This is an optimization exercise on Yosys and OpenROAD, whose aim is small area and a short achievable clock period, not a production implementation. Only simulation tests tie the RTL to the original design; equivalence was not proved.

==> job 8929 <==
==> flow/design.v (excerpt) <==
module ex_stage (
	input wire clk,
	input wire reset,
	input wire we,
	output wire [4:0] reg_probe,
	output wire [31:0] data_probe,
	output wire write_probe,
	input wire alu_s,
	input wire alu_t,
	input wire alu_op,
	input wire dst_reg,
	input wire is_link,
	input wire is_jump,
	input wire dst_jump,
	input wire [31:0] pc_jump,
	input wire [31:0] pc_next,
	input wire [31:0] data_s,
	input wire [31:0] data_t,
	input wire [31:0] data_c0,
	input wire [5:0] opcode,
	input wire [5:0] funct,
	input wire [4:0] reg_s,
	input wire [4:0] reg_t,
	input wire [4:0] reg_d,
	input wire is_branch,
	input wire mem_read,
	input wire mem_write,
	input wire mem_type,
	input wire mem_to_reg,
	input wire reg_write,
	input wire [31:0] immediate,
	output reg is_branch_out,
	output reg [31:0] pc_branch,
	output reg is_jump_out,
	output reg [31:0] pc_jump_out,
	output reg alu_zero,
	output reg mem_read_out,
	output reg mem_write_out,
	output reg mem_type_out,
	output reg mem_to_reg_out,
	output reg [31:0] alu_out,
	output reg [31:0] data_t_out,
	output reg [4:0] reg_addr,
	output reg reg_write_out
);
wire aluz;
wire [31:0] alu_result;
wire op_add, op_sub, op_slt, op_and, op_or, op_xor, op_nor;
wire op_sll, op_srl, op_sra, op_lui, op_mov, op_mul, op_div, op_beq, op_bne;
reg [4:0] dst_regid;
reg [4:0] wreg;
reg [31:0] exout;
reg [31:0] data_s_alu;
reg [31:0] data_t_alu;
reg [31:0] expc_branch;
reg [31:0] exdst_jump;
assign reg_probe   = wreg;
assign data_probe  = exout;
assign write_probe = reg_write & ~mem_to_reg;
alucontrol alucontrol(
	.funct(funct), .opcode(opcode), .aluop_in(alu_op),
	.op_add(op_add), .op_sub(op_sub), .op_slt(op_slt), .op_and(op_and),
	.op_or(op_or), .op_xor(op_xor), .op_nor(op_nor), .op_sll(op_sll),
	.op_srl(op_srl), .op_sra(op_sra), .op_lui(op_lui), .op_mov(op_mov),
	.op_mul(op_mul), .op_div(op_div), .op_beq(op_beq), .op_bne(op_bne)
);
alu alu(
	.op_add(op_add), .op_sub(op_sub), .op_slt(op_slt), .op_and(op_and),
	.op_or(op_or), .op_xor(op_xor), .op_nor(op_nor), .op_sll(op_sll),
	.op_srl(op_srl), .op_sra(op_sra), .op_lui(op_lui), .op_mov(op_mov),
	.op_mul(op_mul), .op_div(op_div), .op_beq(op_beq), .op_bne(op_bne),
	.s(data_s_alu),
	.t(data_t_alu),
	.shamt(immediate[10:6]),
	.zero(aluz),
  ...
==> module alu, before the edit <==
module alu(
	input wire op_add, op_sub, op_slt, op_and, op_or, op_xor, op_nor,
	input wire op_sll, op_srl, op_sra, op_lui, op_mov, op_mul, op_div,
	input wire op_beq, op_bne,
	input wire [31:0] s,
	input wire [31:0] t,
	input wire [4:0] shamt,
	output wire zero,
	output wire [31:0] out
);
wire sub = op_sub | op_slt;
wire [32:0] sum = {1'b0, s} + {1'b0, t ^ {32{sub}}} + {32'd0, sub};
wire ltu = ~sum[32];
wire lts = (s[31] ^ t[31]) ? s[31] : ltu;
wire eq = (s == t);
assign zero = (op_beq & eq) | (op_bne & ~eq);
wire [31:0] shl = s << shamt;
wire [31:0] shr = $signed({op_sra & s[31], s}) >>> shamt;
wire [31:0] prod, quot;
mdarr md(.s(s), .t(t), .div(op_div), .prod(prod), .quot(quot));
assign out = ({32{op_add | op_sub}} & sum[31:0])
           | ({32{op_slt}} & {31'd0, lts})
           | ({32{op_and}} & (s & t))
           | ({32{op_or}}  & (s | t))
           | ({32{op_xor}} & (s ^ t))
           | ({32{op_nor}} & ~(s | t))
           | ({32{op_sll}} & shl)
           | ({32{op_srl | op_sra}} & shr)
           | ({32{op_lui}} & {t[15:0], 16'h0000})
           | ({32{op_mov}} & s)
           | ({32{op_mul}} & prod)
           | ({32{op_div}} & quot);
endmodule
==> module ex_stage, before the edit <==
module ex_stage (
	input wire clk,
	input wire reset,
	input wire we,
	output wire [4:0] reg_probe,
	output wire [31:0] data_probe,
	output wire write_probe,
	input wire alu_s,
	input wire alu_t,
	input wire alu_op,
	input wire dst_reg,
	input wire is_link,
	input wire is_jump,
	input wire dst_jump,
	input wire [31:0] pc_jump,
	input wire [31:0] pc_next,
	input wire [31:0] data_s,
	input wire [31:0] data_t,
	input wire [31:0] data_c0,
	input wire [5:0] opcode,
	input wire [5:0] funct,
	input wire [4:0] reg_s,
	input wire [4:0] reg_t,
	input wire [4:0] reg_d,
	input wire is_branch,
	input wire mem_read,
	input wire mem_write,
	input wire mem_type,
	input wire mem_to_reg,
	input wire reg_write,
	input wire [31:0] immediate,
	output reg is_branch_out,
	output reg [31:0] pc_branch,
	output reg is_jump_out,
	output reg [31:0] pc_jump_out,
	output reg alu_zero,
	output reg mem_read_out,
	output reg mem_write_out,
	output reg mem_type_out,
	output reg mem_to_reg_out,
	output reg [31:0] alu_out,
	output reg [31:0] data_t_out,
	output reg [4:0] reg_addr,
	output reg reg_write_out
);
wire aluz;
wire [31:0] alu_result;
wire op_add, op_sub, op_slt, op_and, op_or, op_xor, op_nor;
wire op_sll, op_srl, op_sra, op_lui, op_mov, op_mul, op_div, op_beq, op_bne;
reg [4:0] dst_regid;
reg [4:0] wreg;
reg [31:0] exout;
reg [31:0] data_s_alu;
reg [31:0] data_t_alu;
reg [31:0] expc_branch;
reg [31:0] exdst_jump;
assign reg_probe   = wreg;
assign data_probe  = exout;
assign write_probe = reg_write & ~mem_to_reg;
alucontrol alucontrol(
	.funct(funct), .opcode(opcode), .aluop_in(alu_op),
	.op_add(op_add), .op_sub(op_sub), .op_slt(op_slt), .op_and(op_and),
	.op_or(op_or), .op_xor(op_xor), .op_nor(op_nor), .op_sll(op_sll),
	.op_srl(op_srl), .op_sra(op_sra), .op_lui(op_lui), .op_mov(op_mov),
	.op_mul(op_mul), .op_div(op_div), .op_beq(op_beq), .op_bne(op_bne)
);
alu alu(
	.op_add(op_add), .op_sub(op_sub), .op_slt(op_slt), .op_and(op_and),
	.op_or(op_or), .op_xor(op_xor), .op_nor(op_nor), .op_sll(op_sll),
	.op_srl(op_srl), .op_sra(op_sra), .op_lui(op_lui), .op_mov(op_mov),
	.op_mul(op_mul), .op_div(op_div), .op_beq(op_beq), .op_bne(op_bne),
	.s(data_s_alu),
	.t(data_t_alu),
	.shamt(immediate[10:6]),
	.zero(aluz),
	.out(alu_result)
);
always @(*) begin
	data_s_alu  = alu_s    ? data_c0   : data_s;
	data_t_alu  = alu_t    ? immediate : data_t;
	exout       = is_link  ? pc_next   : alu_result;
	dst_regid   = dst_reg  ? reg_d     : reg_t;
	wreg        = is_link  ? 5'd31     : dst_regid;
	exdst_jump  = dst_jump ? data_s   : pc_jump;
	expc_branch = pc_next + (immediate << 2);
end
always @(posedge clk) begin
	if (reset) begin
		is_branch_out  <= 0;
		pc_branch      <= 0;
		alu_zero       <= 0;
		mem_read_out   <= 0;
		mem_write_out  <= 0;
		mem_type_out   <= 0;
		mem_to_reg_out <= 0;
		alu_out        <= 0;
		data_t_out     <= 0;
		reg_addr       <= 0;
		reg_write_out  <= 0;
		is_jump_out    <= 0;
		pc_jump_out    <= 0;
	end else if (we) begin
		is_branch_out  <= is_branch;
		pc_branch      <= expc_branch;
		alu_zero       <= aluz;
		mem_read_out   <= mem_read;
		mem_write_out  <= mem_write;
		mem_type_out   <= mem_type;
		mem_to_reg_out <= mem_to_reg;
		alu_out        <= exout;
		data_t_out     <= data_t;
		reg_addr       <= wreg;
		reg_write_out  <= reg_write;
		is_jump_out    <= is_jump;
		pc_jump_out    <= exdst_jump;
	end
end
endmodule
Settings: LEC_CHECK=0, ABC_AREA=1, CAP_MARGIN=20, CORE_MARGIN=2, CORE_UTILIZATION=50, CTS_CLUSTER_DIAMETER=50, CTS_CLUSTER_SIZE=10, SLEW_MARGIN=20; clock period 600.0 ns.
run.sh (not shown) runs the stock make flow with config.mk's settings and CLKGATE_MAP_FILE= SYNTH_SCRIPT=/design/flow/synth_recipe.tcl, a recipe that flattens the netlist after the stock synthesis.
==> job 8970 (differences from job 8929) <==
--- a/flow/design.v
+++ b/flow/design.v
@@ -2544,6 +2544,24 @@
 assign prod = s0_o;
 assign quot = (thigh[1] | t[0]) ? q : 32'd0;
 endmodule
+module rca #(parameter N = 32) (
+	input wire [N-1:0] a,
+	input wire [N-1:0] b,
+	input wire ci,
+	output wire [N-1:0] y,
+	output wire co
+);
+wire [N:0] c;
+assign c[0] = ci;
+genvar j;
+generate
+	for (j = 0; j < N; j = j + 1) begin : fa
+		assign y[j] = a[j] ^ b[j] ^ c[j];
+		assign c[j+1] = (a[j] & b[j]) | (a[j] & c[j]) | (b[j] & c[j]);
+	end
+endgenerate
+assign co = c[N];
+endmodule
 module alu(
 	input wire op_add, op_sub, op_slt, op_and, op_or, op_xor, op_nor,
 	input wire op_sll, op_srl, op_sra, op_lui, op_mov, op_mul, op_div,
@@ -2551,31 +2569,39 @@
 	input wire [31:0] s,
 	input wire [31:0] t,
 	input wire [4:0] shamt,
+	input wire link,
+	input wire [31:0] pc_next,
 	output wire zero,
 	output wire [31:0] out
 );
-wire sub = op_sub | op_slt;
-wire [32:0] sum = {1'b0, s} + {1'b0, t ^ {32{sub}}} + {32'd0, sub};
-wire ltu = ~sum[32];
-wire lts = (s[31] ^ t[31]) ? s[31] : ltu;
-wire eq = (s == t);
+wire sub = op_sub | op_slt | op_beq | op_bne;
+wire [31:0] sum;
+wire co;
+rca #(32) add(.a(s), .b(t ^ {32{sub}}), .ci(sub), .y(sum), .co(co));
+wire lts = (s[31] ^ t[31]) ? s[31] : ~co;
+wire eq = ~|sum;
 assign zero = (op_beq & eq) | (op_bne & ~eq);
-wire [31:0] shl = s << shamt;
-wire [31:0] shr = $signed({op_sra & s[31], s}) >>> shamt;
+wire shft = op_sll | op_srl | op_sra;
+wire [31:0] md_t = shft ? (32'd1 << shamt) : t;
+wire md_div = op_div | op_srl | op_sra;
 wire [31:0] prod, quot;
-mdarr md(.s(s), .t(t), .div(op_div), .prod(prod), .quot(quot));
-assign out = ({32{op_add | op_sub}} & sum[31:0])
-           | ({32{op_slt}} & {31'd0, lts})
-           | ({32{op_and}} & (s & t))
-           | ({32{op_or}}  & (s | t))
-           | ({32{op_xor}} & (s ^ t))
-           | ({32{op_nor}} & ~(s | t))
-           | ({32{op_sll}} & shl)
-           | ({32{op_srl | op_sra}} & shr)
-           | ({32{op_lui}} & {t[15:0], 16'h0000})
-           | ({32{op_mov}} & s)
-           | ({32{op_mul}} & prod)
-           | ({32{op_div}} & quot);
+mdarr md(.s(s), .t(md_t), .div(md_div), .prod(prod), .quot(quot));
+wire neg = op_sra & s[31];
+wire [31:0] sra_fill = ~(32'hffffffff >> shamt);
+wire c11 = op_and | op_or | op_mov;
+wire c10 = op_or | op_xor | op_mov;
+wire c01 = op_or | op_xor;
+wire c00 = op_nor;
+wire [31:0] lg = (s & t & {32{c11}}) | (s & ~t & {32{c10}}) | (~s & t & {32{c01}}) | (~s & ~t & {32{c00}});
+wire nl = ~link;
+assign out = ({32{(op_add | op_sub) & nl}} & sum)
+           | {31'd0, op_slt & nl & lts}
+           | ({32{nl}} & lg)
+           | ({32{op_lui & nl}} & {t[15:0], 16'h0000})
+           | ({32{(op_mul | op_sll) & nl}} & prod)
+           | ({32{md_div & nl}} & quot)
+           | ({32{neg & nl}} & sra_fill)
+           | ({32{link}} & pc_next);
 endmodule
 module ex_stage (
 	input wire clk,
@@ -2651,18 +2677,22 @@
 	.s(data_s_alu),
 	.t(data_t_alu),
 	.shamt(immediate[10:6]),
+	.link(is_link),
+	.pc_next(pc_next),
 	.zero(aluz),
 	.out(alu_result)
 );
+wire [29:0] pcb_hi;
+rca #(30) pcadd(.a(pc_next[31:2]), .b(immediate[29:0]), .ci(1'b0), .y(pcb_hi), .co());
 always @(*) begin
+	expc_branch = {pcb_hi, pc_next[1:0]};
 	data_s_alu  = alu_s    ? data_c0   : data_s;
 	data_t_alu  = alu_t    ? immediate : data_t;
-	exout       = is_link  ? pc_next   : alu_result;
+	exout       = alu_result;
 	dst_regid   = dst_reg  ? reg_d     : reg_t;
 	wreg        = is_link  ? 5'd31     : dst_regid;
 	exdst_jump  = dst_jump ? data_s   : pc_jump;
-	expc_branch = pc_next + (immediate << 2);
-end
+	end
 always @(posedge clk) begin
 	if (reset) begin
 		is_branch_out  <= 0;
--- a/flow/config.mk
+++ b/flow/config.mk
@@ -8,7 +8,8 @@
 export ABC_AREA = 1
 export CAP_MARGIN = 20
 export CORE_MARGIN = 2
-export CORE_UTILIZATION = 50
+export CORE_UTILIZATION = 70
 export CTS_CLUSTER_DIAMETER = 50
 export CTS_CLUSTER_SIZE = 10
+export PLACE_DENSITY = 0.8
 export SLEW_MARGIN = 20
==> job 4388 (differences from job 8929) <==
--- a/flow/design.v
+++ b/flow/design.v
@@ -2544,6 +2544,24 @@
 assign prod = s0_o;
 assign quot = (thigh[1] | t[0]) ? q : 32'd0;
 endmodule
+module rca #(parameter N = 32) (
+	input wire [N-1:0] a,
+	input wire [N-1:0] b,
+	input wire ci,
+	output wire [N-1:0] y,
+	output wire co
+);
+wire [N:0] c;
+assign c[0] = ci;
+genvar j;
+generate
+	for (j = 0; j < N; j = j + 1) begin : fa
+		assign y[j] = a[j] ^ b[j] ^ c[j];
+		assign c[j+1] = (a[j] & b[j]) | (a[j] & c[j]) | (b[j] & c[j]);
+	end
+endgenerate
+assign co = c[N];
+endmodule
 module alu(
 	input wire op_add, op_sub, op_slt, op_and, op_or, op_xor, op_nor,
 	input wire op_sll, op_srl, op_sra, op_lui, op_mov, op_mul, op_div,
@@ -2551,31 +2569,39 @@
 	input wire [31:0] s,
 	input wire [31:0] t,
 	input wire [4:0] shamt,
+	input wire link,
+	input wire [31:0] pc_next,
 	output wire zero,
 	output wire [31:0] out
 );
-wire sub = op_sub | op_slt;
-wire [32:0] sum = {1'b0, s} + {1'b0, t ^ {32{sub}}} + {32'd0, sub};
-wire ltu = ~sum[32];
-wire lts = (s[31] ^ t[31]) ? s[31] : ltu;
-wire eq = (s == t);
+wire sub = op_sub | op_slt | op_beq | op_bne;
+wire [31:0] sum;
+wire co;
+rca #(32) add(.a(s), .b(t ^ {32{sub}}), .ci(sub), .y(sum), .co(co));
+wire lts = (s[31] ^ t[31]) ? s[31] : ~co;
+wire eq = ~|sum;
 assign zero = (op_beq & eq) | (op_bne & ~eq);
-wire [31:0] shl = s << shamt;
-wire [31:0] shr = $signed({op_sra & s[31], s}) >>> shamt;
+wire shft = op_sll | op_srl | op_sra;
+wire [31:0] md_t = shft ? (32'd1 << shamt) : t;
+wire md_div = op_div | op_srl | op_sra;
 wire [31:0] prod, quot;
-mdarr md(.s(s), .t(t), .div(op_div), .prod(prod), .quot(quot));
-assign out = ({32{op_add | op_sub}} & sum[31:0])
-           | ({32{op_slt}} & {31'd0, lts})
-           | ({32{op_and}} & (s & t))
-           | ({32{op_or}}  & (s | t))
-           | ({32{op_xor}} & (s ^ t))
-           | ({32{op_nor}} & ~(s | t))
-           | ({32{op_sll}} & shl)
-           | ({32{op_srl | op_sra}} & shr)
-           | ({32{op_lui}} & {t[15:0], 16'h0000})
-           | ({32{op_mov}} & s)
-           | ({32{op_mul}} & prod)
-           | ({32{op_div}} & quot);
+mdarr md(.s(s), .t(md_t), .div(md_div), .prod(prod), .quot(quot));
+wire neg = op_sra & s[31];
+wire [31:0] sra_fill = ~(32'hffffffff >> shamt);
+wire c11 = op_and | op_or | op_mov;
+wire c10 = op_or | op_xor | op_mov;
+wire c01 = op_or | op_xor;
+wire c00 = op_nor;
+wire [31:0] lg = (s & t & {32{c11}}) | (s & ~t & {32{c10}}) | (~s & t & {32{c01}}) | (~s & ~t & {32{c00}});
+wire nl = ~link;
+assign out = ({32{(op_add | op_sub) & nl}} & sum)
+           | {31'd0, op_slt & nl & lts}
+           | ({32{nl}} & lg)
+           | ({32{op_lui & nl}} & {t[15:0], 16'h0000})
+           | ({32{(op_mul | op_sll) & nl}} & prod)
+           | ({32{md_div & nl}} & quot)
+           | ({32{neg & nl}} & sra_fill)
+           | ({32{link}} & pc_next);
 endmodule
 module ex_stage (
 	input wire clk,
@@ -2651,18 +2677,22 @@
 	.s(data_s_alu),
 	.t(data_t_alu),
 	.shamt(immediate[10:6]),
+	.link(is_link),
+	.pc_next(pc_next),
 	.zero(aluz),
 	.out(alu_result)
 );
+wire [29:0] pcb_hi;
+rca #(30) pcadd(.a(pc_next[31:2]), .b(immediate[29:0]), .ci(1'b0), .y(pcb_hi), .co());
 always @(*) begin
+	expc_branch = {pcb_hi, pc_next[1:0]};
 	data_s_alu  = alu_s    ? data_c0   : data_s;
 	data_t_alu  = alu_t    ? immediate : data_t;
-	exout       = is_link  ? pc_next   : alu_result;
+	exout       = alu_result;
 	dst_regid   = dst_reg  ? reg_d     : reg_t;
 	wreg        = is_link  ? 5'd31     : dst_regid;
 	exdst_jump  = dst_jump ? data_s   : pc_jump;
-	expc_branch = pc_next + (immediate << 2);
-end
+	end
 always @(posedge clk) begin
 	if (reset) begin
 		is_branch_out  <= 0;
==> flow/flow/run.sh (new file) <==
#!/bin/bash
# Standard ORFS layout, but the port buffers that global placement inserts use the
# smallest plain buffer (buf_1) instead of the default choice (a delay-cell buffer).
set -euo pipefail
bash standard.sh 'BUFFER_PORTS_ARGS=-buffer_cell sky130_fd_sc_hd__buf_1' finish > flow_make.log 2>&1
==> flow/standard.sh (new file) <==
#!/bin/bash
# synth_recipe.tcl (not shown) runs the flow's synth.tcl, then flattens the netlist and writes it again
# the make line also repeats each setting of config.mk as NAME=value (left out here)
make -C /OpenROAD-flow-scripts/flow DESIGN_CONFIG=/design/flow/config.mk WORK_HOME=/design/flow/orfs CLKGATE_MAP_FILE= SYNTH_SCRIPT=/design/flow/synth_recipe.tcl "${@:-finish}"
--- a/flow/config.mk
+++ b/flow/config.mk
@@ -8,7 +8,8 @@
 export ABC_AREA = 1
 export CAP_MARGIN = 20
 export CORE_MARGIN = 2
-export CORE_UTILIZATION = 50
+export CORE_UTILIZATION = 70
 export CTS_CLUSTER_DIAMETER = 50
 export CTS_CLUSTER_SIZE = 10
+export PLACE_DENSITY = 0.8
 export SLEW_MARGIN = 20
removed: flow/run.sh
==> results.txt <==
The lowest final cell count belongs to job 8970, the highest to job 8929.
Non-clock buffer count, highest first: job 8929, job 4388, job 8970.
In job 4388 the final area is lower than in job 8929, by about 15%.
Worst setup slack: job 8929 > job 4388 > job 8970.
The highest sequential share of layout area belongs to job 4388, the lowest to job 8929.
Register-to-register slack is about the same in job 4388 and job 8970.
Routed wire length, lowest first: job 4388, job 8970, job 8929.

[re-timing with driven ports]
No port has a modelled driver above. Below, the same layouts with a new extraction and two added sets of constraints. Step 1: set_driving_cell puts a clkbuf_16 on clk and a buf_2 on each other input, an assumption about the parent block. Step 2 times the ports against the registers' clock, not the clock port: input delays grow and output delays shrink by t, the midpoint of the rising clock arrivals with the driver on. a / b / c = ideal ports / drivers / drivers and shift; a / b = the first two.
run	shift t [ns]	slack for setup (ns)	worst data-port slew with drivers (ns)	pins driven straight from the clock port
job 8929	0.514	248.355 / 248.325 / 248.325	0.11	1
job 8970	0.538	244.867 / 244.843 / 244.843	0.23	1
job 4388	0.546	245.702 / 245.674 / 245.674	0.24	1
After both steps every run listed still meets setup and hold. For job 8929, which loses most, drivers alone change the setup slack by -0.030 ns; drivers and shift together by -0.030 ns.
